Background: an optimization exercise with open tools, aiming at small area. Do not read the settings as production practice.
Only simulation tests tie the RTL to the original design; equivalence was not proved.
No activity file was given, so power comes from the tool's default toggle rates.

==> flow/design.v <==
module rf_ao3n (
    input  [2:0] sel,
    input  [2:0] d,
    output       y_n
);
    assign y_n = ~|(sel & d);
endmodule
module rf_rd_bit (
    input  [32:1] sel,
    input  [32:1] d,
    output        y
);
    wire [10:0] t_n;
    genvar gk;
    generate
        for (gk = 0; gk < 10; gk = gk + 1) begin : g_t
            rf_ao3n u_t (.sel(sel[3*gk+3:3*gk+1]), .d(d[3*gk+3:3*gk+1]), .y_n(t_n[gk]));
        end
    endgenerate
    assign t_n[10] = ~|(sel[32:31] & d[32:31]);
    assign y = ~&t_n;
endmodule
module sh_mux2i (
    input         s,
    input  [31:0] d1,
    input  [31:0] d0,
    output [31:0] y
);
    assign y = ~(s ? d1 : d0);
endmodule
module riscv_top (
    input           clk,
    input           rst_n,
    input  [31:0]   inst_i,
    output [31:0]   inst_addr_o
);
    localparam [3:0] C_NONE   = 4'b0000;
    localparam [3:0] C_LUI    = 4'b0001;
    localparam [3:0] C_OPIMM  = 4'b1000;
    localparam [3:0] C_JALR   = 4'b1001;
    localparam [3:0] C_OP     = 4'b1100;
    localparam [3:0] C_BRANCH = 4'b1101;
    localparam [3:0] C_AUIPC  = 4'b0010;
    localparam [3:0] C_JAL    = 4'b0011;
    reg  [31:0] pc;          
    reg  [31:7] d_ir;        
    reg  [3:0]  d_cls;
    reg  [31:7] e_ir;        
    reg  [3:0]  e_cls;
    wire        taken;
    wire [31:0] target;
    assign inst_addr_o = pc;
    function [32:0] bk_carry(input [31:0] pp, input [31:0] gg, input cin);
        reg [31:0] G, P;
        integer l, i;
        begin
            G = gg; P = pp;
            G[0] = gg[0] | (pp[0] & cin);
            for (l = 0; l < 5; l = l + 1)
                for (i = 0; i < 32; i = i + 1)
                    if (((i + 1) % (2 << l)) == 0) begin
                        G[i] = G[i] | (P[i] & G[i - (1 << l)]);
                        P[i] = P[i] & P[i - (1 << l)];
                    end
            for (l = 3; l >= 0; l = l - 1)
                for (i = 0; i < 32; i = i + 1)
                    if (((i + 1) % (2 << l)) == (1 << l) && i >= (2 << l)) begin
                        G[i] = G[i] | (P[i] & G[i - (1 << l)]);
                        P[i] = P[i] & P[i - (1 << l)];
                    end
            bk_carry = {G, cin};
        end
    endfunction
    wire [6:0] f_op = inst_i[6:0];
    wire [6:0] f_f7 = inst_i[31:25];
    wire [2:0] f_f3 = inst_i[14:12];
    reg  [3:0] f_cls;
    always @(*) begin
        case (f_op)
            7'b0010011: f_cls = C_OPIMM;
            7'b0110011: f_cls = (f_f3 == 3'b000 && f_f7 != 7'b0000000 &&
                                 f_f7 != 7'b0100000) ? C_NONE : C_OP;
            7'b1100011: f_cls = (f_f3[2:1] == 2'b01) ? C_NONE : C_BRANCH;
            7'b0110111: f_cls = C_LUI;
            7'b0010111: f_cls = C_AUIPC;
            7'b1101111: f_cls = C_JAL;
            7'b1100111: f_cls = C_JALR;
            default:    f_cls = C_NONE;
        endcase
    end
    wire f_b30 = (f_op == 7'b0110011) ? (f_f7 == 7'b0100000) : inst_i[30];
    wire kill = !rst_n || taken;
    always @(posedge clk) begin
        if (!rst_n)     pc <= 32'b0;
        else if (taken) pc <= target;
        else            pc <= pc + 32'd4;
        d_ir  <= {inst_i[31], f_b30, inst_i[29:7]};
        d_cls <= kill ? C_NONE : f_cls;
        e_ir  <= d_ir;
        e_cls <= kill ? C_NONE : d_cls;
    end
    wire [2:0]  f3   = e_ir[14:12];
    wire [4:0]  rs1a = e_ir[19:15];
    wire [4:0]  rs2a = e_ir[24:20];
    wire [4:0]  rda  = e_ir[11:7];
    wire        b30  = e_ir[30];
    wire use_rs1   = e_cls[3];
    wire use_rs2   = e_cls[2];
    wire use_pc    = e_cls[1];
    wire cx        = e_cls[0];
    wire is_branch = use_rs2 && cx;
    wire is_op     = use_rs2 && !cx;
    wire is_alu    = use_rs1 && !cx;
    wire is_jalr   = use_rs1 && !use_rs2 && cx;
    wire is_jal    = use_pc && cx;
    wire is_jump   = is_jal || is_jalr;
    wire is_upper  = (!use_rs1 && cx && !use_pc) || (use_pc && !cx);   
    wire we        = (use_rs1 && !use_rs2) || is_op || use_pc || (cx && !use_rs1);
    wire [31:0] pc_ex = pc - 32'd8;
    wire [31:0] imm_i = {{20{e_ir[31]}}, e_ir[31:20]};
    wire [31:0] imm_b = {{20{e_ir[31]}}, e_ir[7], e_ir[30:25], e_ir[11:8], 1'b0};
    wire [31:0] imm_j = {{12{e_ir[31]}}, e_ir[19:12], e_ir[20], e_ir[30:21], 1'b0};
    wire [31:0] imm_u = {e_ir[31:12], 12'b0};
    wire [31:0] imm   = use_rs1 ? imm_i : (is_upper ? imm_u : imm_j);
    reg  [31:0] rf [1:31];
    wire [31:0] wd;
    integer k;
    always @(posedge clk) begin
        for (k = 1; k < 32; k = k + 1) begin
            if (!rst_n || (we && rda == k))
                rf[k] <= wd;
        end
    end
    reg  [32:1] sel1, sel2;
    always @(*) begin
        for (k = 1; k < 32; k = k + 1) begin
            sel1[k] = use_rs1 && (rs1a == k);
            sel2[k] = use_rs2 && (rs2a == k);
        end
        sel1[32] = use_pc;
        sel2[32] = !use_rs2;
    end
    wire [31:0] a, b;
    genvar gi, gj;
    generate
        for (gi = 0; gi < 32; gi = gi + 1) begin : g_rd
            wire [31:1] col;
            for (gj = 1; gj < 32; gj = gj + 1) begin : g_col
                assign col[gj] = rf[gj][gi];
            end
            rf_rd_bit u_rd1 (.sel(sel1), .d({pc_ex[gi], col}), .y(a[gi]));
            rf_rd_bit u_rd2 (.sel(sel2), .d({imm[gi],   col}), .y(b[gi]));
        end
    endgenerate
    wire        sub = is_branch || (is_alu && f3[2:1] == 2'b01) ||
                      (is_op && f3 == 3'b000 && b30);
    wire [31:0] bx  = b ^ {32{sub}};
    wire [31:0] p   = a ^ bx;
    wire [31:0] g   = a & bx;
    wire [32:0] c   = bk_carry(p, g, sub);
    wire [31:0] sum = p ^ c[31:0];
    wire        eq  = &p;                
    wire        ltu = !c[32];
    wire        lt  = p[31] ? sum[31] : a[31];
    wire        left   = (f3 == 3'b001);
    wire [4:0]  sham   = b[4:0];
    wire        fill   = !left && b30 && a[31];
    wire        fill_n = !fill;
    reg  [31:0] a_rev, sl;
    always @(*) begin
        for (k = 0; k < 32; k = k + 1) a_rev[k] = a[31-k];
    end
    wire [31:0] st0_n, st1, st2_n, st3, st4_n, sr;
    sh_mux2i u_st0 (.s(left),    .d1(a_rev),                        .d0(a),     .y(st0_n));
    sh_mux2i u_st1 (.s(sham[4]), .d1({{16{fill_n}}, st0_n[31:16]}), .d0(st0_n), .y(st1));
    sh_mux2i u_st2 (.s(sham[3]), .d1({{8{fill}},    st1[31:8]}),    .d0(st1),   .y(st2_n));
    sh_mux2i u_st3 (.s(sham[2]), .d1({{4{fill_n}},  st2_n[31:4]}),  .d0(st2_n), .y(st3));
    sh_mux2i u_st4 (.s(sham[1]), .d1({{2{fill}},    st3[31:2]}),    .d0(st3),   .y(st4_n));
    sh_mux2i u_st5 (.s(sham[0]), .d1({fill_n,       st4_n[31:1]}),  .d0(st4_n), .y(sr));
    always @(*) begin
        for (k = 0; k < 32; k = k + 1) sl[k] = sr[31-k];
    end
    wire [31:0] i2   = is_branch ? imm_b : 32'd4;
    wire [32:0] c2   = bk_carry(pc_ex ^ i2, pc_ex & i2, 1'b0);
    wire [31:0] sum2 = pc_ex ^ i2 ^ c2[31:0];
    wire alu_r  = is_alu && rst_n;
    wire s_sum  = (alu_r && f3 == 3'b000) || (is_upper && rst_n);
    wire s_sl   = alu_r && f3 == 3'b001;
    wire s_lt   = alu_r && f3 == 3'b010;
    wire s_ltu  = alu_r && f3 == 3'b011;
    wire s_sr   = alu_r && f3 == 3'b101;
    wire s_p    = alu_r && (f3 == 3'b100 || f3 == 3'b110);
    wire s_g    = alu_r && (f3 == 3'b110 || f3 == 3'b111);
    wire s_link = is_jump && rst_n;
    assign wd = ({32{s_sum}} & sum) | ({32{s_sl}} & sl) | ({32{s_sr}} & sr) |
                ({32{s_p}} & p) | ({32{s_g}} & g) | ({32{s_link}} & sum2) |
                {31'b0, (s_lt && lt) || (s_ltu && ltu)};
    wire cond = (f3[2] ? (f3[1] ? ltu : lt) : eq) ^ f3[0];
    assign taken  = is_jump || (is_branch && cond);
    assign target = is_branch ? sum2 : sum;
endmodule
Settings: LEC_CHECK=0, CAP_MARGIN=10, CORE_MARGIN=2, CORE_UTILIZATION=40, CTS_CLUSTER_DIAMETER=120, CTS_CLUSTER_SIZE=25, SLEW_MARGIN=10, SYNTH_HIERARCHICAL=1; clock period 8.0 ns.
standard.sh (not shown) runs the stock make flow with config.mk's settings and CLKGATE_MAP_FILE= SYNTH_SCRIPT=/design/flow/synth_recipe.tcl, a recipe that flattens the netlist after the stock synthesis.
==> flow/flow/run.sh <==
#!/bin/bash
# Own layout flow: the standard flow (standard synthesis unchanged), with
# two changes to how the layout is made:
#  - clock tree synthesis without dummy loads, with larger sink clusters
#  - port buffers of the smallest buffer cell
# The full output of the flow's tools goes to flow_make.log in this folder;
# ORFS also keeps each step's own log under orfs/logs/.
set -euo pipefail
export CTS_ARGS="-sink_clustering_enable -repair_clock_nets -sink_clustering_size 25 -sink_clustering_max_diameter 120 -dont_use_dummy_load"
export BUFFER_PORTS_ARGS="-buffer_cell sky130_fd_sc_hd__buf_1"
bash standard.sh > flow_make.log 2>&1
Next try:
--- a/flow/design.v
+++ b/flow/design.v
@@ -6,21 +6,21 @@
     assign y_n = ~|(sel & d);
 endmodule
 module rf_rd_bit (
     input  [32:1] sel,
     input  [32:1] d,
-    output        y
+    output [2:0]  u
 );
     wire [10:0] t_n;
     genvar gk;
     generate
         for (gk = 0; gk < 10; gk = gk + 1) begin : g_t
             rf_ao3n u_t (.sel(sel[3*gk+3:3*gk+1]), .d(d[3*gk+3:3*gk+1]), .y_n(t_n[gk]));
         end
     endgenerate
     assign t_n[10] = ~|(sel[32:31] & d[32:31]);
-    assign y = ~&t_n;
+    assign u = {~&t_n[10:8], ~&t_n[7:4], ~&t_n[3:0]};
 endmodule
 module sh_mux2i (
     input         s,
     input  [31:0] d1,
     input  [31:0] d0,
@@ -146,12 +146,15 @@
         for (gi = 0; gi < 32; gi = gi + 1) begin : g_rd
             wire [31:1] col;
             for (gj = 1; gj < 32; gj = gj + 1) begin : g_col
                 assign col[gj] = rf[gj][gi];
             end
-            rf_rd_bit u_rd1 (.sel(sel1), .d({pc_ex[gi], col}), .y(a[gi]));
-            rf_rd_bit u_rd2 (.sel(sel2), .d({imm[gi],   col}), .y(b[gi]));
+            wire [2:0] ua, ub;
+            rf_rd_bit u_rd1 (.sel(sel1), .d({pc_ex[gi], col}), .u(ua));
+            rf_rd_bit u_rd2 (.sel(sel2), .d({imm[gi],   col}), .u(ub));
+            assign a[gi] = |ua;
+            assign b[gi] = |ub;
         end
     endgenerate
     wire        sub = is_branch || (is_alu && f3[2:1] == 2'b01) ||
                       (is_op && f3 == 3'b000 && b30);
     wire [31:0] bx  = b ^ {32{sub}};
Utilization went up by 0.16 points.
Register-to-register slack is worse by 0.37 ns.
Total power is lower slightly.
Area after synthesis falls slightly.
Wire length increases slightly.
Final cell count went up slightly.
Global-route usage came out higher by 0.52 points.
Combinational power grows by a few percent.
Die area drops slightly.
Maximum frequency falls by a few percent.
Via count rises slightly.
Sequential power falls slightly.

==> re-timing with driven ports <==
Ports are ideal in the flow. The routed layouts listed here were re-timed in OpenROAD.
Step 1 assumes that a clkbuf_16 drives the clock port and a buf_2 every other input.
Step 2 times the ports against the registers' clock, not the clock port: input delays grow and output delays shrink by t, the midpoint of the rising clock arrivals with the driver on.
Three values: ideal, step 1, step 2; two values: the first two.
run | t, ns | slack for setup (ns) | hold WS [ns] | worst data-port slew with drivers (ns) | cell pins on the clock port's net
the first run | 0.735 | 0.578 / 0.578 / 0.578 | 0.269 / 0.269 / 0.269 | 0.06 | 1
the second run | 0.760 | 0.208 / 0.208 / 0.208 | 0.324 / 0.324 / 0.324 | 0.03 | 1
After both steps setup and hold are still met in every run listed.
